Source: an optimization exercise on an open RTL-to-GDS flow (aim: small area). Production flows keep margins and buffers that such runs may drop.
Where RTL was checked, it was by simulation tests only, not by an equivalence proof against the original.
The RTL of runs 4 and 5 was laid out without a check of its function.
Power is estimated from default activity; no workload was simulated.

$ cat flow/config.mk
export PLATFORM = sky130hd
export DESIGN_NAME = fifo
export DESIGN_NICKNAME = fifo
export VERILOG_FILES = /design/flow/design.v
export SDC_FILE = /design/flow/constraint.sdc
export NUM_CORES = 4
export LEC_CHECK = 0
export CAP_MARGIN = 20
export CORE_MARGIN = 2
export CORE_UTILIZATION = 40
export SLEW_MARGIN = 20
$ cat flow/constraint.sdc
create_clock -name core_clock -period 4.0 [get_ports {clk}]
set_input_delay 0.8000 -clock core_clock [delete_from_list [all_inputs] [get_ports {clk}]]
set_output_delay 0.8000 -clock core_clock [all_outputs]
set_load 0.01 [all_outputs]
$ cat flow/design.v
module fifo(
    input clk,
    input rst_n,
    input input_valid,
    output input_enable,
    output output_valid,
    input output_enable,
    input [15:0] data_in,
    output reg [7:0] data_out
);
reg [15:0] mem [15:0];           
reg [3:0] write_addr;           
reg [3:0] read_addr;            
reg rd_byte_sel;                
reg [4:0] word_count;           
wire fifo_full;
wire fifo_empty;
wire [3:0] next_write_addr;
wire [3:0] next_read_addr;
wire do_write;
wire do_pop;
assign next_write_addr = (write_addr == 4'd15) ? 4'd0 : write_addr + 1'b1;
assign next_read_addr = (read_addr == 4'd15) ? 4'd0 : read_addr + 1'b1;
assign fifo_full = (word_count == 5'd16);       
assign fifo_empty = (word_count == 5'd0);       
assign input_enable = !fifo_full;              
assign output_valid = !fifo_empty;             
assign do_write = input_valid && !fifo_full;
assign do_pop = output_enable && !fifo_empty && rd_byte_sel;
always @(posedge clk or negedge rst_n) begin
    if (!rst_n) begin
        for (integer i = 0; i < 16; i = i + 1) begin
            mem[i] <= 16'd0;
        end
        write_addr   <= 4'd0;
        read_addr    <= 4'd0;
        rd_byte_sel  <= 1'b0;
        word_count   <= 5'd0;
        data_out     <= 8'd0;
    end else begin
        if (do_write) begin
            mem[write_addr] <= data_in;
            write_addr <= next_write_addr;
        end
        if (output_enable && !fifo_empty) begin
            if (rd_byte_sel == 1'b0) begin
                data_out <= mem[read_addr][7:0];       
            end else begin
                data_out <= mem[read_addr][15:8];      
                read_addr <= next_read_addr;
            end
            rd_byte_sel <= ~rd_byte_sel;
        end
        if (do_write && !do_pop)
            word_count <= word_count + 1'b1;
        else if (do_pop && !do_write)
            word_count <= word_count - 1'b1;
    end
end
endmodule
$ cat flow/run.sh
#!/bin/bash
# synth_recipe.tcl (not shown) runs the flow's synth.tcl, then flattens the netlist and writes it again
# the make line also repeats each setting of config.mk as NAME=value (left out here)
make -C /OpenROAD-flow-scripts/flow DESIGN_CONFIG=/design/flow/config.mk WORK_HOME=/design/flow/orfs CLKGATE_MAP_FILE= SYNTH_SCRIPT=/design/flow/synth_recipe.tcl finish
==> results of run 1 <==
==> registers in the layout, summed over array words and instances, names as in the netlist <==
name and flops:
mem 256, data_out 8, read_addr 4, word_count 5, rd_byte_sel 1, write_addr 4
==> placed cells by master (no fill, tap or decap), types with 10 or more instances in the layout <==
master and instances:
sky130_fd_sc_hd__o21ai_0 24, sky130_fd_sc_hd__clkbuf_16 31, sky130_fd_sc_hd__a221oi_1 16, sky130_fd_sc_hd__a22oi_1 31, sky130_fd_sc_hd__clkdlybuf4s50_1 28, sky130_fd_sc_hd__mux2i_1 22, sky130_fd_sc_hd__a21oi_1 28, sky130_fd_sc_hd__buf_4 26
sky130_fd_sc_hd__o22ai_1 10, sky130_fd_sc_hd__nand2_1 42, sky130_fd_sc_hd__o211ai_1 12, sky130_fd_sc_hd__nor2_1 11, sky130_fd_sc_hd__inv_1 12, sky130_fd_sc_hd__nand3_1 23, sky130_fd_sc_hd__a22o_1 10, sky130_fd_sc_hd__mux2_4 30
sky130_fd_sc_hd__dfrtp_1 276, sky130_fd_sc_hd__a31oi_1 14, sky130_fd_sc_hd__mux2_2 230, sky130_fd_sc_hd__nand3_4 12, sky130_fd_sc_hd__clkbuf_1 12
==> synth_stat cells, types with 4 or more instances <==
cell type / instances / share of area (%)
sky130_fd_sc_hd__o22ai_1: 10 / 0.47
sky130_fd_sc_hd__buf_6: 6 / 0.51
sky130_fd_sc_hd__a31oi_1: 14 / 0.66
sky130_fd_sc_hd__a21o_1: 4 / 0.23
sky130_fd_sc_hd__nor3_1: 5 / 0.19
sky130_fd_sc_hd__inv_1: 12 / 0.34
sky130_fd_sc_hd__a21oi_1: 28 / 1.1
sky130_fd_sc_hd__a22o_1: 10 / 0.66
sky130_fd_sc_hd__buf_4: 7 / 0.39
sky130_fd_sc_hd__a221oi_1: 16 / 1.1
sky130_fd_sc_hd__mux2i_1: 22 / 1.7
sky130_fd_sc_hd__a22oi_1: 31 / 1.7
sky130_fd_sc_hd__a222oi_1: 5 / 0.38
sky130_fd_sc_hd__mux2_4: 30 / 3.4
sky130_fd_sc_hd__dfrtp_1: 278 / 52
sky130_fd_sc_hd__mux2_2: 230 / 19
sky130_fd_sc_hd__buf_1: 16 / 0.45
sky130_fd_sc_hd__nand3_4: 12 / 1.6
sky130_fd_sc_hd__nor2_1: 11 / 0.31
sky130_fd_sc_hd__nand2b_1: 5 / 0.23
sky130_fd_sc_hd__a211oi_1: 5 / 0.28
sky130_fd_sc_hd__nor2b_1: 5 / 0.23
sky130_fd_sc_hd__a311oi_1: 4 / 0.26
sky130_fd_sc_hd__xnor2_1: 8 / 0.53
sky130_fd_sc_hd__o211ai_1: 12 / 0.68
sky130_fd_sc_hd__ha_1: 12 / 1.1
sky130_fd_sc_hd__nand2_1: 42 / 1.2
sky130_fd_sc_hd__clkbuf_1: 29 / 0.82
sky130_fd_sc_hd__a221o_1: 5 / 0.38
sky130_fd_sc_hd__buf_2: 17 / 0.64
sky130_fd_sc_hd__buf_8: 9 / 1.0
sky130_fd_sc_hd__nand3_1: 23 / 0.86
sky130_fd_sc_hd__o21ai_0: 24 / 0.90
==> logic make-up after synthesis <==
kind of cell	after synthesis	synth area share (%)
buffers and inverters	99	4.49
DFF	278	52.2
AOI/OAI and AO/OA	195	10.5
xor gates and xnor gates	9	0.591
muxes	287	25.0
and+or+nand+nor	121	5.89
adders and majority gates	13	1.28
==> layer usage <==
layer	vias to the layer above	track usage [%]	part of all wire, %
met2	248	33.0	46
met5	-	0	0
met3	52	2.56	5.0
met4	0	5.04	2.1
li1	3724	-	-
met1	4503	30.6	46
==> critical path: cells and delay by family (launching register included) <==
kind / cells / cell delay (ns)
adder cells (fa/ha/maj): 1 / 0.76
multiplexers: 1 / 0.48
flip-flops: 1 / 0.42
AO/OA/AOI/OAI: 4 / 0.58
buffers and inverters: 2 / 0.56
==> through the flow <==
stage	util (%)	instances	power, W
4_1_cts	45.4	1471	0.0125
6_report	45.4	1471	0.0125
3_5_place_dp	42.4	1414	0.00979
5_1_grt	45.4	1471	0.0132
2_1_floorplan	-	1002	0.00831
3_3_place_gp	42.4	1414	0.00967
==> path summary, 6_finish.rpt <==
path	end	slack, ns	depth (start not counted)	start
setup / recovery	data_out[5]	1.13	8	read_addr[0]
hold / removal	mem[4][8]	0.22	1	rst_n
setup reg to reg	data_out[5]	1.13	8	read_addr[0]
hold reg to reg	mem[4][5]	0.49	1	mem[4][5]
max in group asynchronous	mem[2][12]	2.80	2	rst_n
min in group core_clock	mem[4][5]	0.49	1	mem[4][5]
==> cell type report <==
| cell class | count | share of cell area [%] |
|---|---|---|
| clock inverter | 6 | 0.228 |
| inverter | 13 | 0.329 |
| clock buffer | 51 | 6.28 |
| tap | 442 | 3.73 |
| multi-input combinational | 625 | 39.1 |
| timing repair buffer | 56 | 3.44 |
| sequential | 278 | 46.9 |
==> where the power goes <==
| group | switching [W] | internal (W) |
|---|---|---|
| registers | 0.000825 | 0.00414 |
| logic | 0.00252 | 0.00231 |
| clock network | 0.00114 | 0.00157 |
==> flow_results.xml, run 1 <==
<?xml version="1.0" encoding="UTF-8"?>
<metrics>
  <group name="timing">
    <metric name="worst_slew_margin_rel" unit="%">27.4</metric>
    <metric name="fin_hold_ws" unit="ns">0.216</metric>
    <metric name="finalSetupTns" unit="ns">0</metric>
    <metric name="clock.fmax" unit="MHz">348</metric>
    <metric name="fin_crit_sh" unit="%">71.9</metric>
    <metric name="finalWorstPathRequiredPeriod" unit="ns">2.87</metric>
    <metric name="grt_setup_unrepaired" unit="">no</metric>
    <metric name="worst_pin_slew" unit="ns">1.09</metric>
    <metric name="final.setup_skew" unit="ns">0.0141</metric>
    <metric name="report.final.slew_viol_count" unit="">0</metric>
    <metric name="report.final.hold_viol_count" unit="">0</metric>
    <metric name="timing.final.setup_violations" unit="">0</metric>
    <metric name="post-route-worst-setup-slack" unit="ns">1.13</metric>
  </group>
  <group name="die">
    <metric name="floorplan_die_area" unit="um^2">34800</metric>
    <metric name="site_row_count" unit="">66</metric>
    <metric name="num_io_pins" unit="">30</metric>
    <metric name="die_width" unit="um">187</metric>
    <metric name="floorplan_core_area" unit="um^2">32700</metric>
    <metric name="die_y" unit="um">187</metric>
    <metric name="floorplan.initialDensity" unit="%">40.8</metric>
  </group>
  <group name="detailed_routing">
    <metric name="drtIter0Drc" unit="">654</metric>
    <metric name="viasPerCell" unit="">5.80</metric>
    <metric name="drc" unit="">0</metric>
    <metric name="drt-pass1-iter-count" unit="">5</metric>
    <metric name="via_count" unit="">8527</metric>
    <metric name="post_route_ant_nets" unit="">0</metric>
    <metric name="routed_wirelength" unit="um">36300</metric>
    <metric name="route.detailed.wl_per_inst" unit="um">24.7</metric>
  </group>
  <group name="global_route">
    <metric name="vias_in_the_first_global_route" unit="">8521</metric>
    <metric name="grt_antenna_before_repair" unit="">0</metric>
    <metric name="grt_use_total" unit="%">20.9</metric>
    <metric name="grt_pass1_wl" unit="um">55700</metric>
    <metric name="grt_max_degree" unit="">87</metric>
    <metric name="grt-ovfl-total" unit="">0</metric>
  </group>
  <group name="logic_synthesis">
    <metric name="ys.flop_type" unit="">sky130_fd_sc_hd__dfrtp_1</metric>
    <metric name="synth-edff-count" unit="">0</metric>
    <metric name="yosysWarnings" unit="">2</metric>
    <metric name="synth.yosys.seq_area_share" unit="%">52.2</metric>
    <metric name="synth_nets" unit="">1035</metric>
    <metric name="netlist-cell-type-count" unit="">71</metric>
    <metric name="ys_ff_latch" unit="">278</metric>
    <metric name="syn_inst" unit="">1002</metric>
    <metric name="async_flop_share" unit="%">100</metric>
    <metric name="postSynthAreaPerCell" unit="um^2">13.3</metric>
    <metric name="syn_area" unit="um^2">13300</metric>
  </group>
  <group name="placement">
    <metric name="dpl.hpwl" unit="um">20700</metric>
    <metric name="dpl_cell_area" unit="um^2">13900</metric>
    <metric name="place_congestion" unit="">0.748</metric>
    <metric name="port-buffer-count" unit="">29</metric>
    <metric name="post-place-ws" unit="ns">0.723</metric>
  </group>
  <group name="worst_setup_path">
    <metric name="critPathSlowestCell" unit="">sky130_fd_sc_hd__ha_2</metric>
    <metric name="worst-endpoint-required" unit="ns">4.50</metric>
    <metric name="crit_path_end_kind" unit="">flop</metric>
    <metric name="timing.critical_path.cells" unit="">inv_1 -&gt; ha_2 -&gt; buf_4 -&gt; a22o_1 -&gt; a221oi_1 -&gt; mux4_2 -&gt; a31oi_1 -&gt; a221o_1</metric>
    <metric name="critical_path_peak_fanout" unit="">29</metric>
    <metric name="setup.worst_path.start_class" unit="">flop</metric>
    <metric name="critical_path.max_stage_delay" unit="ns">0.76</metric>
    <metric name="criticalPathCategory" unit="">reg -&gt; reg</metric>
    <metric name="critPathArrivalTime" unit="ns">3.37</metric>
  </group>
  <group name="pwr">
    <metric name="max-vdd-ir-drop" unit="V">0.000409</metric>
    <metric name="power.density_cell_area" unit="nW/um^2">843</metric>
    <metric name="power.leakage" unit="nW">6.42</metric>
  </group>
  <group name="cells_and_area">
    <metric name="sequential_cell_area" unit="um^2">6960</metric>
    <metric name="num-nets-final" unit="">1038</metric>
    <metric name="fillerInstances" unit="">3057</metric>
    <metric name="multi_input_comb_area" unit="um^2">5800</metric>
    <metric name="share_of_post_route_cells_with_drive_strength_above_1" unit="%">35.4</metric>
    <metric name="layout.cell_area.non_filler" unit="um^2">14800</metric>
    <metric name="insertedDiodeCount" unit="">0</metric>
    <metric name="area_delta_synth_final" unit="%">11.3</metric>
  </group>
  <group name="status">
    <metric name="run_status" unit="">finished clean</metric>
  </group>
  <group name="clock_tree">
    <metric name="cts_tree" unit="">done</metric>
    <metric name="cts_buffers" unit="">31</metric>
    <metric name="cts_setup_buffers" unit="">0</metric>
    <metric name="post_cts_hold_buffer_count" unit="">0</metric>
    <metric name="post_cts_resized" unit="">0</metric>
    <metric name="clock_path_buffers" unit="">3</metric>
    <metric name="cts_max_level" unit="">1</metric>
    <metric name="clock_tree.root_cell" unit="">sky130_fd_sc_hd__clkbuf_16</metric>
    <metric name="clk_latency" unit="ns">0.57</metric>
    <metric name="cts_sinks" unit="">278</metric>
    <metric name="clk_transition_reported_paths" unit="ns">0.06</metric>
  </group>
  <group name="hold_path">
    <metric name="hold_class" unit="">in -&gt; async</metric>
  </group>
  <group name="job">
    <metric name="drv.max_cap_violation_count" unit="">0</metric>
  </group>
</metrics>
==> run 2: changes to the inputs <==
==> flow/design.v (replaced) <==
module fifo(
    input clk,
    input rst_n,
    input input_valid,
    output input_enable,
    output output_valid,
    input output_enable,
    input [15:0] data_in,
    output reg [7:0] data_out
);
reg [15:0] mem [0:15];
reg [4:0] wr_ptr;
reg [4:0] rd_ptr;
reg       rd_hi;           
wire same_idx = (wr_ptr[3:0] == rd_ptr[3:0]);
wire empty = same_idx & (wr_ptr[4] == rd_ptr[4]);
wire full  = same_idx & (wr_ptr[4] != rd_ptr[4]);
assign input_enable = !full;
assign output_valid = !empty;
wire do_write = input_valid & !full;
wire do_read  = output_enable & !empty;
always @(posedge clk) begin
    if (do_write)
        mem[wr_ptr[3:0]] <= data_in;
end
reg [15:0] rsel;
reg [15:0] rword;
integer k;
always @(*) begin
    for (k = 0; k < 16; k = k + 1)
        rsel[k] = (rd_ptr[3:0] == k);
    rword = 16'd0;
    for (k = 0; k < 16; k = k + 1)
        rword = rword | ({16{rsel[k]}} & mem[k]);
end
always @(posedge clk or negedge rst_n) begin
    if (!rst_n) begin
        wr_ptr   <= 5'd0;
        rd_ptr   <= 5'd0;
        rd_hi    <= 1'b0;
        data_out <= 8'd0;
    end else begin
        if (do_write)
            wr_ptr <= wr_ptr + 1'b1;
        if (do_read) begin
            data_out <= rd_hi ? rword[15:8] : rword[7:0];
            rd_hi <= ~rd_hi;
            if (rd_hi)
                rd_ptr <= rd_ptr + 1'b1;
        end
    end
end
endmodule
==> run 2 against run 1 <==
Net effect:
- still clean
- synthesized cell count down 33%
- final area down 15%
- highest routed layer unchanged
- wire length down 18%
- critical path depth down 4
- synthesized area down 18%
- final cell count down 26%
- setup slack worse by 0.23 ns
- utilization up 1.6 points
==> flow_results.xml, run 2 <==
<?xml version="1.0" encoding="UTF-8"?>
<metrics>
  <group name="status">
    <metric name="run_status" unit="">finished clean</metric>
  </group>
  <group name="placement">
    <metric name="place_congestion" unit="">0.827</metric>
    <metric name="port-buffer-count" unit="">29</metric>
    <metric name="dpl_cell_area" unit="um^2">11700</metric>
    <metric name="dpl.hpwl" unit="um">17400</metric>
  </group>
  <group name="logic_synthesis">
    <metric name="syn_inst" unit="">676</metric>
    <metric name="async_flop_share" unit="%">6.91</metric>
    <metric name="synth.yosys.seq_area_share" unit="%">74.7</metric>
    <metric name="synth-edff-count" unit="">256</metric>
    <metric name="cell_with_the_most_instances_after_synthesis" unit="">sky130_fd_sc_hd__edfxtp_1</metric>
    <metric name="yosysWarnings" unit="">1</metric>
    <metric name="post_synth_main_area_contributors" unit="">sky130_fd_sc_hd__edfxtp_1 70%, sky130_fd_sc_hd__dfrtp_1 4.4%, sky130_fd_sc_hd__a22oi_1 2.1%, sky130_fd_sc_hd__mux2i_1 1.5%, sky130_fd_sc_hd__a22o_1 1.3%</metric>
    <metric name="ys_ff_latch" unit="">275</metric>
    <metric name="dominant_cell_type_by_area_after_synthesis" unit="">sky130_fd_sc_hd__edfxtp_1</metric>
    <metric name="netlist-cell-type-count" unit="">60</metric>
    <metric name="ys.flop_type" unit="">sky130_fd_sc_hd__edfxtp_1</metric>
    <metric name="synth_nets" unit="">704</metric>
    <metric name="synth_top_cells_by_count" unit="">256 x sky130_fd_sc_hd__edfxtp_1, 36 x sky130_fd_sc_hd__nand2_1, 31 x sky130_fd_sc_hd__a22oi_1, 26 x sky130_fd_sc_hd__buf_2</metric>
    <metric name="syn_area" unit="um^2">10900</metric>
    <metric name="synth_top_cell_area_share" unit="%">70.3</metric>
    <metric name="postSynthAreaPerCell" unit="um^2">16.2</metric>
  </group>
  <group name="clock_tree">
    <metric name="clk_latency" unit="ns">0.54</metric>
    <metric name="cts_sinks" unit="">275</metric>
    <metric name="cts_setup_buffers" unit="">0</metric>
    <metric name="clk_transition_reported_paths" unit="ns">0.07</metric>
    <metric name="post_cts_resized" unit="">0</metric>
    <metric name="cts_tree" unit="">done</metric>
    <metric name="clock_path_buffers" unit="">3</metric>
    <metric name="clock_tree.root_cell" unit="">sky130_fd_sc_hd__clkbuf_16</metric>
    <metric name="cts_max_level" unit="">1</metric>
    <metric name="cts_buffers" unit="">29</metric>
    <metric name="post_cts_hold_buffer_count" unit="">0</metric>
  </group>
  <group name="timing">
    <metric name="report.final.hold_viol_count" unit="">0</metric>
    <metric name="worst_pin_slew" unit="ns">0.858</metric>
    <metric name="finalSetupTns" unit="ns">0</metric>
    <metric name="worst_slew_margin_rel" unit="%">42.8</metric>
    <metric name="grt_setup_unrepaired" unit="">no</metric>
    <metric name="clock.fmax" unit="MHz">322</metric>
    <metric name="final.setup_skew" unit="ns">0.0166</metric>
    <metric name="timing.final.setup_violations" unit="">0</metric>
    <metric name="fin_crit_sh" unit="%">77.6</metric>
    <metric name="finalWorstPathRequiredPeriod" unit="ns">3.11</metric>
    <metric name="report.final.slew_viol_count" unit="">0</metric>
  </group>
  <group name="pwr">
    <metric name="max-vdd-ir-drop" unit="V">0.000367</metric>
    <metric name="power.density_cell_area" unit="nW/um^2">744</metric>
    <metric name="power.leakage" unit="nW">4.10</metric>
  </group>
  <group name="die">
    <metric name="floorplan_core_area" unit="um^2">26900</metric>
    <metric name="floorplan.initialDensity" unit="%">40.7</metric>
    <metric name="num_io_pins" unit="">30</metric>
    <metric name="die_y" unit="um">169</metric>
    <metric name="site_row_count" unit="">60</metric>
    <metric name="floorplan_die_area" unit="um^2">28700</metric>
    <metric name="die_width" unit="um">169</metric>
  </group>
  <group name="worst_setup_path">
    <metric name="worst-endpoint-required" unit="ns">3.20</metric>
    <metric name="crit_path_end_kind" unit="">primary output</metric>
    <metric name="setup.worst_path.start_class" unit="">flop</metric>
    <metric name="critical_path_peak_fanout" unit="">10</metric>
    <metric name="critPathArrivalTime" unit="ns">2.31</metric>
    <metric name="r2r_slack" unit="ns">1.09</metric>
    <metric name="criticalPathCategory" unit="">reg -&gt; out</metric>
  </group>
  <group name="detailed_routing">
    <metric name="drtIter0Drc" unit="">728</metric>
    <metric name="route.detailed.wl_per_inst" unit="um">27.5</metric>
    <metric name="viasPerCell" unit="">6.11</metric>
    <metric name="routed_wirelength" unit="um">29700</metric>
    <metric name="drc" unit="">0</metric>
    <metric name="drt-pass1-iter-count" unit="">6</metric>
    <metric name="post_route_ant_nets" unit="">0</metric>
    <metric name="via_count" unit="">6609</metric>
  </group>
  <group name="cells_and_area">
    <metric name="num-nets-final" unit="">748</metric>
    <metric name="largest_register_ffs" unit="">256</metric>
    <metric name="commonest_cells_after_routing_fill_and_taps_aside" unit="">256 x sky130_fd_sc_hd__edfxtp_1, 36 x sky130_fd_sc_hd__nand2_1, 32 x sky130_fd_sc_hd__buf_4</metric>
    <metric name="share_of_post_route_cells_with_drive_strength_above_1" unit="%">15.2</metric>
    <metric name="insertedDiodeCount" unit="">0</metric>
    <metric name="fillerInstances" unit="">2298</metric>
    <metric name="layout.cell_area.non_filler" unit="um^2">12600</metric>
    <metric name="final_common_cell" unit="">sky130_fd_sc_hd__edfxtp_1</metric>
    <metric name="area_delta_synth_final" unit="%">15.4</metric>
  </group>
  <group name="global_route">
    <metric name="grt_max_degree" unit="">55</metric>
    <metric name="grt-ovfl-total" unit="">0</metric>
    <metric name="vias_in_the_first_global_route" unit="">6695</metric>
    <metric name="grt_use_total" unit="%">20.9</metric>
    <metric name="grt_pass1_wl" unit="um">44200</metric>
    <metric name="grt_antenna_before_repair" unit="">0</metric>
  </group>
  <group name="hold_path">
    <metric name="hold_class" unit="">reg -&gt; reg</metric>
  </group>
  <group name="job">
    <metric name="drv.max_cap_violation_count" unit="">0</metric>
  </group>
</metrics>
run 2: layout make-up:
| type | instances | area [um^2] | area share (%) |
|---|---|---|---|
| Tap cell | 341 | 427 | 3.38 |
| Multi-Input combinational cell | 342 | 2510 | 19.9 |
| Clock inverter | 18 | 165 | 1.31 |
| Sequential cell | 275 | 8170 | 64.8 |
| Clock buffer | 34 | 754 | 5.98 |
| Timing Repair Buffer | 62 | 551 | 4.37 |
| Inverter | 10 | 37.5 | 0.298 |
run 2: path summary, 6_finish.rpt:
path                                   from            to  cells after the start
min in group asynchronous             rst_n   data_out[7]                      2
worst max register to register    rd_ptr[0]   data_out[0]                      9
max in group asynchronous             rst_n     rd_ptr[3]                      2
worst min register to register  data_out[6]   data_out[6]                      2
worst max-delay path              wr_ptr[3]  output_valid                      4
worst min-delay path            data_out[6]   data_out[6]                      2
run 2: metal layers:
metal / share of wire [%] / routed length, um / track usage [%] / vias up
li1: - / - / - / 2810
met1: 42 / 12400 / 29.4 / 3410
met2: 47 / 14100 / 33.6 / 327
met3: 8.5 / 2520 / 3.73 / 62
met4: 2.6 / 775 / 6.21 / 0
met5: 0 / 0 / 0 / -
run 2: cell families after synthesis:
group,synth area share [%]
DFF,74.7
AOI/OAI and AO/OA,12.1
and+or+nand+nor,5.50
buffers and inverters,2.84
muxes,2.70
xor gates and xnor gates,1.20
adders and majority gates,0.916
run 2: where the power goes:
part | internal [W] | total, W | switching [W] | leakage, nW
clock | 0.00153 | 0.00261 | 0.00107 | 0.455
sequential | 0.00352 | 0.00375 | 0.000228 | 2.54
combinational | 0.00103 | 0.00303 | 0.00200 | 1.11
run 2: critical path, stage by stage (launching register included):
cell                              delay [ns]
sky130_fd_sc_hd__dfrtp_1                0.62
sky130_fd_sc_hd__xor2_1                 0.17
sky130_fd_sc_hd__nor4_4                 0.39
sky130_fd_sc_hd__nand2_1                0.09
sky130_fd_sc_hd__clkdlybuf4s50_1        0.49
run 2: metrics by stage:
step / cells / setup slack, ns / util [%] / hold WS, ns / total power [W]
finish: 1082 / 0.894 / 46.9 / 0.501 / 0.00939
global route: 1082 / 0.768 / 46.9 / 0.538 / 0.00976
CTS: 1082 / 0.873 / 46.9 / 0.514 / 0.00939
detailed placement: 1030 / 0.927 / 43.5 / 0.501 / 0.00679
global placement: 1030 / 0.942 / 43.5 / 0.490 / 0.00676
floorplan: 676 / 1.10 / - / 0.502 / 0.00568
==> run 3: changes to the inputs <==
--- a/flow/design.v
+++ b/flow/design.v
@@ -23,16 +23,49 @@
     if (do_write)
         mem[wr_ptr[3:0]] <= data_in;
 end
-reg [15:0] rsel;
-reg [15:0] rword;
-integer k;
-always @(*) begin
-    for (k = 0; k < 16; k = k + 1)
-        rsel[k] = (rd_ptr[3:0] == k);
-    rword = 16'd0;
-    for (k = 0; k < 16; k = k + 1)
-        rword = rword | ({16{rsel[k]}} & mem[k]);
-end
+wire [3:0] pa_n;
+wire [7:0] pb_n;
+genvar i, j, b;
+generate
+    for (i = 0; i < 4; i = i + 1) begin : g_pa
+        g_nand2 u (.a(rd_ptr[0] == i[0]), .b(rd_ptr[1] == i[1]), .y(pa_n[i]));
+    end
+    for (j = 0; j < 8; j = j + 1) begin : g_pb
+        g_nand4 u (.a(do_read), .b(rd_hi == j[0]), .c(rd_ptr[2] == j[1]), .d(rd_ptr[3] == j[2]), .y(pb_n[j]));
+    end
+endgenerate
+wire [31:0] sel;
+generate
+    for (i = 0; i < 16; i = i + 1) begin : g_sel
+        g_nor2 ulo (.a(pa_n[i % 4]), .b(pb_n[{i[3:2], 1'b0}]), .y(sel[i]));
+        g_nor2 uhi (.a(pa_n[i % 4]), .b(pb_n[{i[3:2], 1'b1}]), .y(sel[16 + i]));
+    end
+endgenerate
+wire hold = !do_read;
+wire [7:0] dnext;
+generate
+    for (b = 0; b < 8; b = b + 1) begin : g_bit
+        wire [32:0] s, d;
+        for (i = 0; i < 16; i = i + 1) begin : g_in
+            assign s[i]      = sel[i];
+            assign d[i]      = mem[i][b];
+            assign s[16 + i] = sel[16 + i];
+            assign d[16 + i] = mem[i][8 + b];
+        end
+        assign s[32] = hold;
+        assign d[32] = data_out[b];
+        wire [10:0] t;
+        for (j = 0; j < 11; j = j + 1) begin : g_aoi
+            g_aoi222 u (.a1(s[3*j]), .a2(d[3*j]), .b1(s[3*j+1]), .b2(d[3*j+1]),
+                        .c1(s[3*j+2]), .c2(d[3*j+2]), .y(t[j]));
+        end
+        wire o0, o1, o2;
+        g_nand4 n0 (.a(t[0]), .b(t[1]), .c(t[2]), .d(t[3]), .y(o0));
+        g_nand4 n1 (.a(t[4]), .b(t[5]), .c(t[6]), .d(t[7]), .y(o1));
+        g_nand3 n2 (.a(t[8]), .b(t[9]), .c(t[10]), .y(o2));
+        g_or3   o  (.a(o0), .b(o1), .c(o2), .y(dnext[b]));
+    end
+endgenerate
 always @(posedge clk or negedge rst_n) begin
     if (!rst_n) begin
         wr_ptr   <= 5'd0;
@@ -40,10 +73,10 @@
         rd_hi    <= 1'b0;
         data_out <= 8'd0;
     end else begin
+        data_out <= dnext;
         if (do_write)
             wr_ptr <= wr_ptr + 1'b1;
         if (do_read) begin
-            data_out <= rd_hi ? rword[15:8] : rword[7:0];
             rd_hi <= ~rd_hi;
             if (rd_hi)
                 rd_ptr <= rd_ptr + 1'b1;
@@ -51,3 +84,21 @@
     end
 end
 endmodule
+module g_aoi222(input a1, input a2, input b1, input b2, input c1, input c2, output y);
+    assign y = ~((a1 & a2) | (b1 & b2) | (c1 & c2));
+endmodule
+module g_nand2(input a, input b, output y);
+    assign y = ~(a & b);
+endmodule
+module g_nand3(input a, input b, input c, output y);
+    assign y = ~(a & b & c);
+endmodule
+module g_nand4(input a, input b, input c, input d, output y);
+    assign y = ~(a & b & c & d);
+endmodule
+module g_nor2(input a, input b, output y);
+    assign y = ~(a | b);
+endmodule
+module g_or3(input a, input b, input c, output y);
+    assign y = a | b | c;
+endmodule
--- a/flow/config.mk
+++ b/flow/config.mk
@@ -9,3 +9,5 @@
 export CORE_MARGIN = 2
 export CORE_UTILIZATION = 40
 export SLEW_MARGIN = 20
+export SYNTH_HIERARCHICAL = 1
+export SYNTH_MINIMUM_KEEP_SIZE = 0
==> run 3 against run 2 <==
Net effect:
- final area decreased by 7.6%
- global-route usage down 2.1 points
- maximum frequency fell by 16%
- non-clock buffer count decreased by 12
- critical path type is now reg -> reg
- critical endpoint is now data_out[4]
- largest cell class unchanged
==> flow_results.xml, run 3 <==
<?xml version="1.0" encoding="UTF-8"?>
<metrics>
  <group name="timing">
    <metric name="finalSetupTns" unit="ns">0</metric>
    <metric name="finalWorstPathRequiredPeriod" unit="ns">3.71</metric>
    <metric name="timing.final.setup_violations" unit="">0</metric>
    <metric name="clock.fmax" unit="MHz">269</metric>
    <metric name="report.final.slew_viol_count" unit="">0</metric>
    <metric name="worst_pin_slew" unit="ns">0.813</metric>
    <metric name="final.setup_skew" unit="ns">0.0131</metric>
    <metric name="grt_setup_unrepaired" unit="">no</metric>
    <metric name="report.final.hold_viol_count" unit="">0</metric>
    <metric name="fin_crit_sh" unit="%">92.8</metric>
    <metric name="worst_slew_margin_rel" unit="%">45.6</metric>
    <metric name="post-route-worst-setup-slack" unit="ns">0.286</metric>
  </group>
  <group name="detailed_routing">
    <metric name="drtIter0Drc" unit="">1018</metric>
    <metric name="viasPerCell" unit="">6.12</metric>
    <metric name="drt-pass1-iter-count" unit="">6</metric>
    <metric name="drc" unit="">0</metric>
    <metric name="post_route_ant_nets" unit="">0</metric>
    <metric name="route.detailed.wl_per_inst" unit="um">26.2</metric>
    <metric name="via_count" unit="">5731</metric>
    <metric name="routed_wirelength" unit="um">24500</metric>
  </group>
  <group name="logic_synthesis">
    <metric name="syn_inst" unit="">524</metric>
    <metric name="dominant_cell_type_by_area_after_synthesis" unit="">sky130_fd_sc_hd__edfxtp_1</metric>
    <metric name="synth.yosys.seq_area_share" unit="%">81.5</metric>
    <metric name="async_flop_share" unit="%">6.91</metric>
    <metric name="ys.flop_type" unit="">sky130_fd_sc_hd__edfxtp_1</metric>
    <metric name="synth_nets" unit="">549</metric>
    <metric name="postSynthAreaPerCell" unit="um^2">19.1</metric>
    <metric name="post_synth_main_area_contributors" unit="">sky130_fd_sc_hd__edfxtp_1 77%, sky130_fd_sc_hd__a222oi_1 8.8%, sky130_fd_sc_hd__dfrtp_1 4.7%, sky130_fd_sc_hd__nor2_1 1.6%, sky130_fd_sc_hd__nand4_1 1.6%</metric>
    <metric name="syn_area" unit="um^2">10000</metric>
    <metric name="ys_ff_latch" unit="">275</metric>
    <metric name="synth_top_cells_by_count" unit="">256 x sky130_fd_sc_hd__edfxtp_1, 88 x sky130_fd_sc_hd__a222oi_1, 43 x sky130_fd_sc_hd__nor2_1, 25 x sky130_fd_sc_hd__nand4_1, 19 x sky130_fd_sc_hd__dfrtp_1</metric>
    <metric name="cell_with_the_most_instances_after_synthesis" unit="">sky130_fd_sc_hd__edfxtp_1</metric>
    <metric name="yosysWarnings" unit="">7</metric>
    <metric name="synth_top_cell_area_share" unit="%">76.8</metric>
    <metric name="synth-edff-count" unit="">256</metric>
    <metric name="netlist-cell-type-count" unit="">33</metric>
  </group>
  <group name="clock_tree">
    <metric name="cts_sinks" unit="">275</metric>
    <metric name="clk_transition_reported_paths" unit="ns">0.06</metric>
    <metric name="cts_tree" unit="">done</metric>
    <metric name="cts_setup_buffers" unit="">0</metric>
    <metric name="clock_path_buffers" unit="">3</metric>
    <metric name="cts_buffers" unit="">27</metric>
    <metric name="post_cts_hold_buffer_count" unit="">0</metric>
    <metric name="post_cts_resized" unit="">0</metric>
    <metric name="clk_latency" unit="ns">0.53</metric>
    <metric name="clock_tree.root_cell" unit="">sky130_fd_sc_hd__clkbuf_16</metric>
    <metric name="cts_max_level" unit="">1</metric>
  </group>
  <group name="cells_and_area">
    <metric name="area_delta_synth_final" unit="%">16.3</metric>
    <metric name="largest_register_ffs" unit="">256</metric>
    <metric name="share_of_post_route_cells_with_drive_strength_above_1" unit="%">11.9</metric>
    <metric name="final_common_cell" unit="">sky130_fd_sc_hd__edfxtp_1</metric>
    <metric name="fillerInstances" unit="">1991</metric>
    <metric name="num-nets-final" unit="">616</metric>
    <metric name="commonest_cells_after_routing_fill_and_taps_aside" unit="">256 x sky130_fd_sc_hd__edfxtp_1, 88 x sky130_fd_sc_hd__a222oi_1, 43 x sky130_fd_sc_hd__nor2_1</metric>
  </group>
  <group name="global_route">
    <metric name="grt_pass1_wl" unit="um">36600</metric>
    <metric name="grt_max_degree" unit="">20</metric>
    <metric name="grt-ovfl-total" unit="">0</metric>
    <metric name="vias_in_the_first_global_route" unit="">5568</metric>
    <metric name="grt_use_total" unit="%">18.8</metric>
    <metric name="grt_antenna_before_repair" unit="">0</metric>
  </group>
  <group name="worst_setup_path">
    <metric name="worst-endpoint-required" unit="ns">4.40</metric>
    <metric name="cp_common_cell" unit="">sky130_fd_sc_hd__nand4_1</metric>
    <metric name="critPathSlowestCell" unit="">sky130_fd_sc_hd__a222oi_1</metric>
    <metric name="setup.worst_path.start_class" unit="">flop</metric>
    <metric name="timing.critical_path.cells" unit="">xnor2_1 -&gt; and4_1 -&gt; a21bo_2 -&gt; inv_1 -&gt; nand4_1 -&gt; nor2_1 -&gt; a222oi_1 -&gt; nand4_1 -&gt; or3_1</metric>
    <metric name="critical_path.max_stage_delay" unit="ns">0.70</metric>
    <metric name="critical_path.reg2reg.startpoint" unit="">wr_ptr[2]</metric>
    <metric name="critical_path_peak_fanout" unit="">11</metric>
    <metric name="critPathArrivalTime" unit="ns">4.12</metric>
    <metric name="criticalPathCategory" unit="">reg -&gt; reg</metric>
    <metric name="worstReg2RegEnd" unit="">data_out[4]</metric>
    <metric name="worst-r2r-cell-count" unit="">9</metric>
    <metric name="r2r_slack" unit="ns">0.29</metric>
    <metric name="crit_path_end_kind" unit="">flop</metric>
  </group>
  <group name="die">
    <metric name="floorplan.initialDensity" unit="%">40.9</metric>
    <metric name="die_width" unit="um">162</metric>
    <metric name="floorplan_core_area" unit="um^2">24500</metric>
    <metric name="num_io_pins" unit="">30</metric>
    <metric name="site_row_count" unit="">57</metric>
    <metric name="die_y" unit="um">162</metric>
    <metric name="floorplan_die_area" unit="um^2">26300</metric>
  </group>
  <group name="status">
    <metric name="run_status" unit="">finished clean</metric>
  </group>
  <group name="placement">
    <metric name="post-place-ws" unit="ns">0.353</metric>
    <metric name="place_congestion" unit="">0.887</metric>
    <metric name="port-buffer-count" unit="">29</metric>
    <metric name="dpl.hpwl" unit="um">16100</metric>
  </group>
  <group name="job">
    <metric name="drv.max_cap_violation_count" unit="">0</metric>
  </group>
  <group name="pwr">
    <metric name="max-vdd-ir-drop" unit="V">0.000314</metric>
    <metric name="power.density_cell_area" unit="nW/um^2">646</metric>
    <metric name="power.leakage" unit="nW">3.73</metric>
  </group>
  <group name="hold_path">
    <metric name="hold_class" unit="">in -&gt; async</metric>
  </group>
</metrics>
## run 3: area by class of cell
class	count	area (um^2)	area share, %
Tap cell	324	405	3.48
Sequential cell	275	8160	70.1
Clock buffer	33	698	5.99
Antenna cell	1	2.50	0.0215
Multi-Input combinational cell	228	1750	15.0
Timing Repair Buffer	50	443	3.80
Clock inverter	16	159	1.36
Inverter	9	33.8	0.290
## run 3: through the flow
step	hold WS (ns)	area, um^2	power, W	instances	utilization, %
3_3_place_gp	0.542	10800	0.00509	886	44.1
3_5_place_dp	0.560	10800	0.00512	886	44.1
6_report	0.238	11700	0.00753	936	47.6
5_1_grt	0.265	11600	0.00780	935	47.6
4_1_cts	0.573	11700	0.00756	935	47.6
2_1_floorplan	0.504	10000	0.00456	524	-
## run 3: per-module statistics from Yosys (local to each module, per instance)
module    copies in the design  cell area [um^2]
g_nor2                      32              3.75
g_nand2                      4              3.75
g_aoi222                    88              10.0
g_nand4                     24              6.26
g_nand3                      8              5.00
g_or3                        8              6.26
fifo                         1              8760
## run 3: per-layer routing
metal	share of wire [%]	vias up	wire length, um	GRT usage, %
li1	-	2437	-	-
met1	40	2902	9870	26.6
met2	48	352	11800	30.3
met3	9.4	40	2310	3.29
met4	2.4	0	578	5.27
met5	0	-	0	0
## run 3: cell families (layout without fill, tap and decap cells)
family,after synthesis,count (layout),synth area share [%]
buffers and inverters,21,108,1.25
adder cells (fa/ha/maj),5,5,0.625
AO/OA/AOI/OAI,100,100,9.85
flip-flops,275,275,81.5
XOR/XNOR,12,12,1.12
AND/OR/NAND/NOR,109,109,5.42
other,0,1,0
multiplexers,2,2,0.225
## run 3: critical path: cells and delay by family (launching register included)
family | cells | cell delay, ns
AOI/OAI and AO/OA | 2 | 1.07
and+or+nand+nor | 5 | 1.51
xor gates and xnor gates | 1 | 0.27
buffers and inverters | 1 | 0.20
DFF | 1 | 0.52
## run 3: power by group
group | internal [W] | switching [W] | total (W) | leakage [nW]
sequential | 0.00352 | 0.000244 | 0.00377 | 2.54
combinational | 0.000469 | 0.000844 | 0.00131 | 0.764
clock | 0.00143 | 0.00101 | 0.00245 | 0.422
total | 0.00543 | 0.00210 | 0.00753 | 3.73
## run 3: worst max path at each step
stage,startpoint,end,cells past startpoint
finish,wr_ptr[2],data_out[4],9
floorplan,rd_ptr[4],mem[0][0],4
detailed placement,output_enable,data_out[4],8
global placement,output_enable,data_out[4],8
global route,wr_ptr[2],data_out[0],9
CTS,wr_ptr[2],data_out[4],9
==> run 4: changes to the inputs <==
--- a/flow/design.v
+++ b/flow/design.v
@@ -9,20 +9,34 @@
     output reg [7:0] data_out
 );
 reg [15:0] mem [0:15];
-reg [4:0] wr_ptr;
-reg [4:0] rd_ptr;
+reg [3:0] wr_ptr;
+reg [3:0] rd_ptr;
 reg       rd_hi;           
-wire same_idx = (wr_ptr[3:0] == rd_ptr[3:0]);
-wire empty = same_idx & (wr_ptr[4] == rd_ptr[4]);
-wire full  = same_idx & (wr_ptr[4] != rd_ptr[4]);
+reg       full_eq;         
+wire same_idx = (wr_ptr == rd_ptr);
+wire empty = same_idx & !full_eq;
+wire full  = same_idx & full_eq;
 assign input_enable = !full;
 assign output_valid = !empty;
 wire do_write = input_valid & !full;
 wire do_read  = output_enable & !empty;
-always @(posedge clk) begin
-    if (do_write)
-        mem[wr_ptr[3:0]] <= data_in;
-end
+wire [3:0] qa_n;
+wire [3:0] qb_n;
+wire [15:0] we;
+genvar w;
+generate
+    for (w = 0; w < 4; w = w + 1) begin : g_wdec
+        g_nand2 ua (.a(wr_ptr[0] == w[0]), .b(wr_ptr[1] == w[1]), .y(qa_n[w]));
+        g_nand3 ub (.a(do_write), .b(wr_ptr[2] == w[0]), .c(wr_ptr[3] == w[1]), .y(qb_n[w]));
+    end
+    for (w = 0; w < 16; w = w + 1) begin : g_we
+        g_nor2 u (.a(qa_n[w % 4]), .b(qb_n[w / 4]), .y(we[w]));
+        always @(posedge clk) begin
+            if (we[w])
+                mem[w] <= data_in;
+        end
+    end
+endgenerate
 wire [3:0] pa_n;
 wire [7:0] pb_n;
 genvar i, j, b;
@@ -68,9 +82,10 @@
 endgenerate
 always @(posedge clk or negedge rst_n) begin
     if (!rst_n) begin
-        wr_ptr   <= 5'd0;
-        rd_ptr   <= 5'd0;
+        wr_ptr   <= 4'd0;
+        rd_ptr   <= 4'd0;
         rd_hi    <= 1'b0;
+        full_eq  <= 1'b0;
         data_out <= 8'd0;
     end else begin
         data_out <= dnext;
@@ -81,6 +96,10 @@
             if (rd_hi)
                 rd_ptr <= rd_ptr + 1'b1;
         end
+        if (do_write)
+            full_eq <= 1'b1;
+        else if (do_read & rd_hi)
+            full_eq <= 1'b0;
     end
 end
 endmodule
--- a/flow/config.mk
+++ b/flow/config.mk
@@ -8,6 +8,9 @@
 export CAP_MARGIN = 20
 export CORE_MARGIN = 2
 export CORE_UTILIZATION = 40
+export CTS_BUF_LIST = sky130_fd_sc_hd__clkbuf_16
+export CTS_CLUSTER_DIAMETER = 100
+export CTS_CLUSTER_SIZE = 30
 export SLEW_MARGIN = 20
 export SYNTH_HIERARCHICAL = 1
 export SYNTH_MINIMUM_KEEP_SIZE = 0
==> run 4 against run 3 <==
Net effect:
- clock-buffer cell count shrank 20
- non-clock buffer count did not move
- still clean on timing, DRC and antenna
- wire length is 4.7% lower
- final cell count shrank 2.9%
- clock power shrank about 40%
- setup slack lost 0.096 ns
- largest power group unchanged
- hold slack improved by 0.30 ns
- critical path type unchanged
==> flow_results.xml, run 4 <==
<?xml version="1.0" encoding="UTF-8"?>
<metrics>
  <group name="status">
    <metric name="run_status" unit="">finished clean</metric>
  </group>
  <group name="clock_tree">
    <metric name="clk_transition_reported_paths" unit="ns">0.11</metric>
    <metric name="clock_tree.root_cell" unit="">sky130_fd_sc_hd__clkbuf_16</metric>
    <metric name="post_cts_hold_buffer_count" unit="">0</metric>
    <metric name="cts_tree" unit="">done</metric>
    <metric name="cts_buffers" unit="">13</metric>
    <metric name="cts_sinks" unit="">274</metric>
    <metric name="post_cts_resized" unit="">0</metric>
    <metric name="clock_path_buffers" unit="">3</metric>
    <metric name="clk_latency" unit="ns">0.50</metric>
    <metric name="cts_setup_buffers" unit="">0</metric>
    <metric name="cts_max_level" unit="">1</metric>
  </group>
  <group name="worst_setup_path">
    <metric name="setup.worst_path.start_class" unit="">flop</metric>
    <metric name="criticalPathCategory" unit="">reg -&gt; reg</metric>
    <metric name="critical_path_peak_fanout" unit="">10</metric>
    <metric name="crit_path_end_kind" unit="">flop</metric>
    <metric name="worst-endpoint-required" unit="ns">4.39</metric>
    <metric name="critPathArrivalTime" unit="ns">4.20</metric>
  </group>
  <group name="placement">
    <metric name="port-buffer-count" unit="">29</metric>
    <metric name="post-place-ws" unit="ns">0.310</metric>
    <metric name="dpl_cell_area" unit="um^2">10700</metric>
    <metric name="dpl.hpwl" unit="um">15800</metric>
    <metric name="place_congestion" unit="">0.829</metric>
  </group>
  <group name="global_route">
    <metric name="grt_antenna_before_repair" unit="">0</metric>
    <metric name="grt_util_met1" unit="%">25.4</metric>
    <metric name="grt_max_degree" unit="">32</metric>
    <metric name="grt_pass1_wl" unit="um">34800</metric>
    <metric name="grt_util_met3" unit="%">2.29</metric>
    <metric name="grt-ovfl-total" unit="">0</metric>
    <metric name="grt_util_met2" unit="%">30.0</metric>
    <metric name="grt_use_total" unit="%">18.0</metric>
    <metric name="vias_in_the_first_global_route" unit="">5475</metric>
    <metric name="global_route.peak_usage_layer" unit="">met2</metric>
  </group>
  <group name="die">
    <metric name="site_row_count" unit="">57</metric>
    <metric name="die_width" unit="um">161</metric>
    <metric name="num_io_pins" unit="">30</metric>
    <metric name="floorplan_core_area" unit="um^2">24300</metric>
    <metric name="floorplan_die_area" unit="um^2">26000</metric>
    <metric name="die_y" unit="um">161</metric>
    <metric name="floorplan.initialDensity" unit="%">40.7</metric>
  </group>
  <group name="pwr">
    <metric name="max-vdd-ir-drop" unit="V">0.000258</metric>
    <metric name="power.leakage" unit="nW">3.47</metric>
    <metric name="power.density_cell_area" unit="nW/um^2">580</metric>
  </group>
  <group name="logic_synthesis">
    <metric name="synth.yosys.seq_area_share" unit="%">82.3</metric>
    <metric name="syn_inst" unit="">523</metric>
    <metric name="synth_top_cells_by_count" unit="">256 x sky130_fd_sc_hd__edfxtp_1, 88 x sky130_fd_sc_hd__a222oi_1, 49 x sky130_fd_sc_hd__nor2_1, 24 x sky130_fd_sc_hd__nand4_1, 18 x sky130_fd_sc_hd__dfrtp_1</metric>
    <metric name="synth_top_cell_area_share" unit="%">77.7</metric>
    <metric name="dominant_cell_type_by_area_after_synthesis" unit="">sky130_fd_sc_hd__edfxtp_1</metric>
    <metric name="post_synth_main_area_contributors" unit="">sky130_fd_sc_hd__edfxtp_1 78%, sky130_fd_sc_hd__a222oi_1 8.9%, sky130_fd_sc_hd__dfrtp_1 4.6%, sky130_fd_sc_hd__nor2_1 1.9%, sky130_fd_sc_hd__nand4_1 1.5%</metric>
    <metric name="postSynthAreaPerCell" unit="um^2">18.9</metric>
    <metric name="netlist-cell-type-count" unit="">27</metric>
    <metric name="ys_ff_latch" unit="">274</metric>
    <metric name="syn_area" unit="um^2">9890</metric>
    <metric name="ys.flop_type" unit="">sky130_fd_sc_hd__edfxtp_1</metric>
    <metric name="synth_nets" unit="">545</metric>
    <metric name="synth-edff-count" unit="">256</metric>
    <metric name="async_flop_share" unit="%">6.57</metric>
    <metric name="cell_with_the_most_instances_after_synthesis" unit="">sky130_fd_sc_hd__edfxtp_1</metric>
    <metric name="yosysWarnings" unit="">8</metric>
  </group>
  <group name="cells_and_area">
    <metric name="commonest_cells_after_routing_fill_and_taps_aside" unit="">256 x sky130_fd_sc_hd__edfxtp_1, 88 x sky130_fd_sc_hd__a222oi_1, 49 x sky130_fd_sc_hd__nor2_1</metric>
    <metric name="final_common_cell" unit="">sky130_fd_sc_hd__edfxtp_1</metric>
    <metric name="share_of_post_route_cells_with_drive_strength_above_1" unit="%">7.01</metric>
    <metric name="num-nets-final" unit="">602</metric>
    <metric name="largest_register_ffs" unit="">256</metric>
    <metric name="area_delta_synth_final" unit="%">11.9</metric>
    <metric name="insertedDiodeCount" unit="">0</metric>
    <metric name="layout.cell_area.non_filler" unit="um^2">11100</metric>
  </group>
  <group name="detailed_routing">
    <metric name="route.detailed.wl_per_inst" unit="um">25.7</metric>
    <metric name="viasPerCell" unit="">6.15</metric>
    <metric name="drc" unit="">0</metric>
    <metric name="via_count" unit="">5587</metric>
    <metric name="routed_wirelength" unit="um">23400</metric>
    <metric name="drt-pass1-iter-count" unit="">5</metric>
    <metric name="drtIter0Drc" unit="">983</metric>
    <metric name="post_route_ant_nets" unit="">0</metric>
  </group>
  <group name="timing">
    <metric name="finalSetupTns" unit="ns">0</metric>
    <metric name="worst_pin_slew" unit="ns">0.876</metric>
    <metric name="post-route-worst-setup-slack" unit="ns">0.190</metric>
    <metric name="grt_setup_unrepaired" unit="">no</metric>
    <metric name="worst_slew_margin_rel" unit="%">41.4</metric>
    <metric name="timing.final.setup_violations" unit="">0</metric>
    <metric name="fin_crit_sh" unit="%">95.2</metric>
    <metric name="final.setup_skew" unit="ns">0.0334</metric>
    <metric name="clock.fmax" unit="MHz">262</metric>
    <metric name="finalWorstPathRequiredPeriod" unit="ns">3.81</metric>
    <metric name="report.final.slew_viol_count" unit="">0</metric>
    <metric name="report.final.hold_viol_count" unit="">0</metric>
  </group>
  <group name="job">
    <metric name="drv.max_cap_violation_count" unit="">0</metric>
  </group>
  <group name="hold_path">
    <metric name="hold_class" unit="">reg -&gt; reg</metric>
  </group>
</metrics>
[run 4: layout make-up]
class	count	area, um^2
fillers	2015	13300
multi-input cells	230	1650
flip-flops and latches	274	8140
clock inverters	7	56.3
inverters	11	41.3
well taps	324	405
clock buffers	13	325
repair buffers	50	448
[run 4: power by group]
part	total [W]	leakage [nW]	internal, W	switching [W]
logic	0.00126	0.737	0.000430	0.000830
clock network	0.00146	0.200	0.000619	0.000841
registers	0.00370	2.53	0.00351	0.000191
[run 4: final timing paths]
path,startpoint,end,slack [ns],cells past startpoint
worst max-delay path,rd_ptr[0],data_out[2],0.19,9
worst min-delay path,full_eq,full_eq,0.54,2
worst max register to register,rd_ptr[0],data_out[2],0.19,9
worst min register to register,full_eq,full_eq,0.54,2
max in group asynchronous,rst_n,rd_ptr[2],2.66,1
min in group asynchronous,rst_n,data_out[0],0.79,1
[run 4: Yosys stat by module (local to each module, per instance)]
module	area, um^2	flip-flops and latches	copies in the design	cells inside
g_nand2	3.75	0	8	1
fifo	8540	274	1	335
g_aoi222	10.0	0	88	1
g_or3	6.26	0	8	1
g_nor2	3.75	0	48	1
g_nand4	6.26	0	24	1
g_nand3	5.00	0	12	1
[run 4: worst max-delay path, stage by stage (launching register included)]
cell and delay [ns]:
sky130_fd_sc_hd__dfrtp_1 0.46, sky130_fd_sc_hd__xor2_1 0.21, sky130_fd_sc_hd__or4_1 0.58, sky130_fd_sc_hd__o21ai_2 0.43, sky130_fd_sc_hd__inv_1 0.24, sky130_fd_sc_hd__nand4_1 0.26
sky130_fd_sc_hd__nor2_1 0.19, sky130_fd_sc_hd__a222oi_1 0.60, sky130_fd_sc_hd__nand4_1 0.31, sky130_fd_sc_hd__or3_1 0.42
[run 4: metrics by stage]
stage | cells | total power (W) | hold slack [ns] | utilization [%]
detailed placement | 889 | 0.00500 | 0.514 | 43.9
floorplan | 523 | 0.00445 | 0.474 | -
global route | 909 | 0.00669 | 0.592 | 45.5
finish | 909 | 0.00642 | 0.538 | 45.5
global placement | 889 | 0.00499 | 0.537 | 43.9
CTS | 909 | 0.00644 | 0.542 | 45.5
[run 4: routing by layer]
layer / vias up / wire, um
li1: 2384 / -
met1: 2891 / 9640
met2: 282 / 11400
met3: 30 / 1810
met4: 0 / 473
met5: - / 0
[run 4: cell families (layout without fill, tap and decap cells)]
group,after synthesis,after routing,synth area share (%)
AND/OR/NAND/NOR,114,114,5.57
flip-flops,274,274,82.3
buffers and inverters,19,81,1.02
adder cells (fa/ha/maj),2,2,0.253
XOR/XNOR,12,12,1.06
AO/OA/AOI/OAI,102,102,9.83
==> run 5: changes to the inputs <==
--- a/flow/config.mk
+++ b/flow/config.mk
@@ -8,9 +8,9 @@
 export CAP_MARGIN = 20
 export CORE_MARGIN = 2
 export CORE_UTILIZATION = 40
-export CTS_BUF_LIST = sky130_fd_sc_hd__clkbuf_16
-export CTS_CLUSTER_DIAMETER = 100
-export CTS_CLUSTER_SIZE = 30
+export CTS_BUF_LIST = sky130_fd_sc_hd__clkbuf_8
+export CTS_CLUSTER_DIAMETER = 60
+export CTS_CLUSTER_SIZE = 16
 export SLEW_MARGIN = 20
 export SYNTH_HIERARCHICAL = 1
 export SYNTH_MINIMUM_KEEP_SIZE = 0
==> run 5 against run 4 <==
Net effect:
- sequential power about the same
- utilization fell by 0.12 points
- power decreased by 1.8%
- global-route usage increased by 0.12 points
- hold slack got worse by 0.0029 ns
- still clean
==> flow_results.xml, run 5 <==
<?xml version="1.0" encoding="UTF-8"?>
<metrics>
  <group name="clock_tree">
    <metric name="clk_transition_reported_paths" unit="ns">0.10</metric>
    <metric name="post_cts_resized" unit="">0</metric>
    <metric name="post_cts_hold_buffer_count" unit="">0</metric>
    <metric name="cts_tree" unit="">done</metric>
    <metric name="cts_max_level" unit="">1</metric>
    <metric name="cts_sinks" unit="">274</metric>
    <metric name="cts_buffers" unit="">21</metric>
    <metric name="cts_setup_buffers" unit="">0</metric>
    <metric name="clock_tree.root_cell" unit="">sky130_fd_sc_hd__clkbuf_8</metric>
    <metric name="clk_latency" unit="ns">0.55</metric>
    <metric name="clock_path_buffers" unit="">3</metric>
  </group>
  <group name="die">
    <metric name="floorplan.initialDensity" unit="%">40.7</metric>
    <metric name="die_width" unit="um">161</metric>
    <metric name="site_row_count" unit="">57</metric>
    <metric name="num_io_pins" unit="">30</metric>
    <metric name="floorplan_core_area" unit="um^2">24300</metric>
    <metric name="floorplan_die_area" unit="um^2">26000</metric>
    <metric name="die_y" unit="um">161</metric>
  </group>
  <group name="global_route">
    <metric name="grt_max_degree" unit="">19</metric>
    <metric name="grt_antenna_before_repair" unit="">0</metric>
    <metric name="grt-ovfl-total" unit="">0</metric>
    <metric name="vias_in_the_first_global_route" unit="">5551</metric>
    <metric name="grt_pass1_wl" unit="um">35100</metric>
    <metric name="grt_use_total" unit="%">18.1</metric>
  </group>
  <group name="timing">
    <metric name="worst_pin_slew" unit="ns">0.862</metric>
    <metric name="fin_crit_sh" unit="%">95.1</metric>
    <metric name="grt_setup_unrepaired" unit="">no</metric>
    <metric name="finalWorstPathRequiredPeriod" unit="ns">3.80</metric>
    <metric name="timing.final.setup_violations" unit="">0</metric>
    <metric name="report.final.slew_viol_count" unit="">0</metric>
    <metric name="clock.fmax" unit="MHz">263</metric>
    <metric name="final.setup_skew" unit="ns">0.0338</metric>
    <metric name="finalSetupTns" unit="ns">0</metric>
    <metric name="report.final.hold_viol_count" unit="">0</metric>
    <metric name="worst_slew_margin_rel" unit="%">42.4</metric>
    <metric name="post-route-worst-setup-slack" unit="ns">0.196</metric>
  </group>
  <group name="cells_and_area">
    <metric name="commonest_cells_after_routing_fill_and_taps_aside" unit="">256 x sky130_fd_sc_hd__edfxtp_1, 88 x sky130_fd_sc_hd__a222oi_1, 49 x sky130_fd_sc_hd__nor2_1</metric>
    <metric name="num-nets-final" unit="">610</metric>
    <metric name="insertedDiodeCount" unit="">0</metric>
    <metric name="final_common_cell" unit="">sky130_fd_sc_hd__edfxtp_1</metric>
    <metric name="area_delta_synth_final" unit="%">11.6</metric>
    <metric name="share_of_post_route_cells_with_drive_strength_above_1" unit="%">8.19</metric>
    <metric name="fin_util" unit="%">45.4</metric>
    <metric name="largest_register_ffs" unit="">256</metric>
  </group>
  <group name="pwr">
    <metric name="max-vdd-ir-drop" unit="V">0.000258</metric>
    <metric name="power.density_cell_area" unit="nW/um^2">572</metric>
    <metric name="power.leakage" unit="nW">3.48</metric>
  </group>
  <group name="hold_path">
    <metric name="timing.hold.worst.start" unit="">full_eq</metric>
    <metric name="hold_class" unit="">reg -&gt; reg</metric>
  </group>
  <group name="logic_synthesis">
    <metric name="synth.yosys.seq_area_share" unit="%">82.3</metric>
    <metric name="synth_top_cells_by_count" unit="">256 x sky130_fd_sc_hd__edfxtp_1, 88 x sky130_fd_sc_hd__a222oi_1, 49 x sky130_fd_sc_hd__nor2_1, 24 x sky130_fd_sc_hd__nand4_1, 18 x sky130_fd_sc_hd__dfrtp_1</metric>
    <metric name="yosysWarnings" unit="">8</metric>
    <metric name="dominant_cell_type_by_area_after_synthesis" unit="">sky130_fd_sc_hd__edfxtp_1</metric>
    <metric name="cell_with_the_most_instances_after_synthesis" unit="">sky130_fd_sc_hd__edfxtp_1</metric>
    <metric name="syn_area" unit="um^2">9890</metric>
    <metric name="post_synth_main_area_contributors" unit="">sky130_fd_sc_hd__edfxtp_1 78%, sky130_fd_sc_hd__a222oi_1 8.9%, sky130_fd_sc_hd__dfrtp_1 4.6%, sky130_fd_sc_hd__nor2_1 1.9%, sky130_fd_sc_hd__nand4_1 1.5%</metric>
    <metric name="postSynthAreaPerCell" unit="um^2">18.9</metric>
    <metric name="synth_top_cell_area_share" unit="%">77.7</metric>
    <metric name="syn_inst" unit="">523</metric>
    <metric name="ys_ff_latch" unit="">274</metric>
    <metric name="ys.flop_type" unit="">sky130_fd_sc_hd__edfxtp_1</metric>
    <metric name="async_flop_share" unit="%">6.57</metric>
    <metric name="synth-edff-count" unit="">256</metric>
    <metric name="netlist-cell-type-count" unit="">27</metric>
    <metric name="synth_nets" unit="">545</metric>
  </group>
  <group name="job">
    <metric name="drv.max_cap_violation_count" unit="">0</metric>
  </group>
  <group name="worst_setup_path">
    <metric name="critical_path_peak_fanout" unit="">10</metric>
    <metric name="setup.worst_path.start" unit="">rd_ptr[0]</metric>
    <metric name="criticalPathCategory" unit="">reg -&gt; reg</metric>
    <metric name="critPathArrivalTime" unit="ns">4.24</metric>
    <metric name="critical_path.reg2reg.startpoint" unit="">rd_ptr[0]</metric>
    <metric name="setup.worst_path.start_class" unit="">flop</metric>
    <metric name="crit_path_end_kind" unit="">flop</metric>
    <metric name="worst-endpoint-required" unit="ns">4.44</metric>
  </group>
  <group name="status">
    <metric name="run_status" unit="">finished clean</metric>
  </group>
  <group name="detailed_routing">
    <metric name="viasPerCell" unit="">6.08</metric>
    <metric name="routed_wirelength" unit="um">23600</metric>
    <metric name="post_route_ant_nets" unit="">0</metric>
    <metric name="drc" unit="">0</metric>
    <metric name="drt-pass1-iter-count" unit="">8</metric>
    <metric name="route.detailed.wl_per_inst" unit="um">25.5</metric>
    <metric name="drtIter0Drc" unit="">997</metric>
    <metric name="via_count" unit="">5607</metric>
  </group>
  <group name="placement">
    <metric name="dpl.hpwl" unit="um">15800</metric>
    <metric name="port-buffer-count" unit="">29</metric>
    <metric name="place_congestion" unit="">0.829</metric>
    <metric name="post-place-ws" unit="ns">0.310</metric>
  </group>
</metrics>
[run 5: cell type report]
class / instances / area, um^2
clock buffers: 21 / 289
well taps: 324 / 405
fillers: 2032 / 13300
repair buffers: 50 / 448
flip-flops and latches: 274 / 8140
inverters: 11 / 41.3
multi-input cells: 230 / 1650
clock inverters: 12 / 62.6
[run 5: cells by family after synthesis]
group | count (synthesis) | synth area share (%)
AOI/OAI and AO/OA | 102 | 9.83
xor gates and xnor gates | 12 | 1.06
adders and majority gates | 2 | 0.253
buffers and inverters | 19 | 1.02
DFF | 274 | 82.3
and+or+nand+nor | 114 | 5.57
[run 5: metrics by stage]
step | cell area [um^2] | hold WS, ns | power, W | instances
CTS | 11000 | 0.538 | 0.00632 | 922
detailed placement | 10700 | 0.514 | 0.00500 | 889
global route | 11000 | 0.587 | 0.00658 | 922
finish | 11000 | 0.535 | 0.00631 | 922
global placement | 10700 | 0.537 | 0.00499 | 889
floorplan | 9890 | 0.474 | 0.00445 | 523
[run 5: modules after synthesis, one instance, submodules excluded]
module	copies in the design	flops+latches	cells
fifo	1	274	335
g_aoi222	88	0	1
g_nand2	8	0	1
g_nand3	12	0	1
g_nand4	24	0	1
g_nor2	48	0	1
g_or3	8	0	1
[run 5: metal layers]
| layer | up-vias | global-route usage [%] | wire (um) |
|---|---|---|---|
| met4 | 0 | 5.07 | 501 |
| met1 | 2908 | 25.4 | 9830 |
| met5 | - | 0 | 0 |
| li1 | 2406 | - | - |
| met3 | 33 | 2.65 | 1720 |
| met2 | 260 | 29.9 | 11500 |
[run 5: final timing paths]
kind	to	slack (ns)	depth (start not counted)
min	full_eq	0.54	2
min reg2reg	full_eq	0.54	2
min in group asynchronous	rd_ptr[0]	0.73	1
max reg2reg	data_out[2]	0.20	9
max	data_out[2]	0.20	9
max in group asynchronous	wr_ptr[0]	2.71	1
[run 5: power breakdown]
part | switching, W | internal, W
Sequential | 0.000189 | 0.00351
Combinational | 0.000832 | 0.000430
Clock | 0.000850 | 0.000497
Total | 0.00187 | 0.00444
[run 5: critical path, cell delays in order, from the launching register on]
cell	delay (ns)
sky130_fd_sc_hd__dfrtp_1	0.47
sky130_fd_sc_hd__xor2_1	0.21
sky130_fd_sc_hd__or4_1	0.58
sky130_fd_sc_hd__o21ai_2	0.43
sky130_fd_sc_hd__inv_1	0.24
sky130_fd_sc_hd__nand4_1	0.23
sky130_fd_sc_hd__nor2_1	0.17
sky130_fd_sc_hd__a222oi_1	0.67
sky130_fd_sc_hd__nand4_1	0.26
sky130_fd_sc_hd__or3_1	0.42

re-timing with driven ports:
No port has a modelled driver above. Below, the same layouts with a new extraction and two added sets of constraints.
Step 1 (the two cells are an assumption about what drives the block):
set clk [get_ports {clk}]
set_driving_cell -lib_cell sky130_fd_sc_hd__clkbuf_16 $clk
set_driving_cell -lib_cell sky130_fd_sc_hd__buf_2 [delete_from_list [all_inputs] $clk]
Step 2 adds t to the input delays and takes it off the output delays; t is the mean of the earliest and latest rising clock arrival at the registers after step 1. Input paths then give back, and output paths get back, about the clock's delay inside the block.
a / b / c = no drivers / after step 1 / after step 2; a / b = the first two.
| run | t (ns) | slack for setup (ns) | clock arrival spread, ns | worst slew at a driven data input, ns | cell pins on the clock port's net |
|---|---|---|---|---|---|
| run 1 | 0.613 | 1.126 / 1.126 / 0.693 | 0.014 / 0.015 | 0.06 | 1 |
| run 2 | 0.585 | 0.894 / 0.845 / 0.876 | 0.017 / 0.017 | 0.04 | 1 |
| run 3 | 0.567 | 0.286 / 0.286 / 0.219 | 0.013 / 0.013 | 0.04 | 1 |
| run 4 | 0.534 | 0.190 / 0.190 / 0.190 | 0.035 / 0.034 | 0.04 | 1 |
| run 5 | 0.579 | 0.196 / 0.196 / 0.196 | 0.034 / 0.034 | 0.04 | 1 |
After both steps every run listed still meets setup and hold. The setup slack of run 1, which loses most, moves by 0.000 ns with the drivers and by -0.433 ns with both steps.
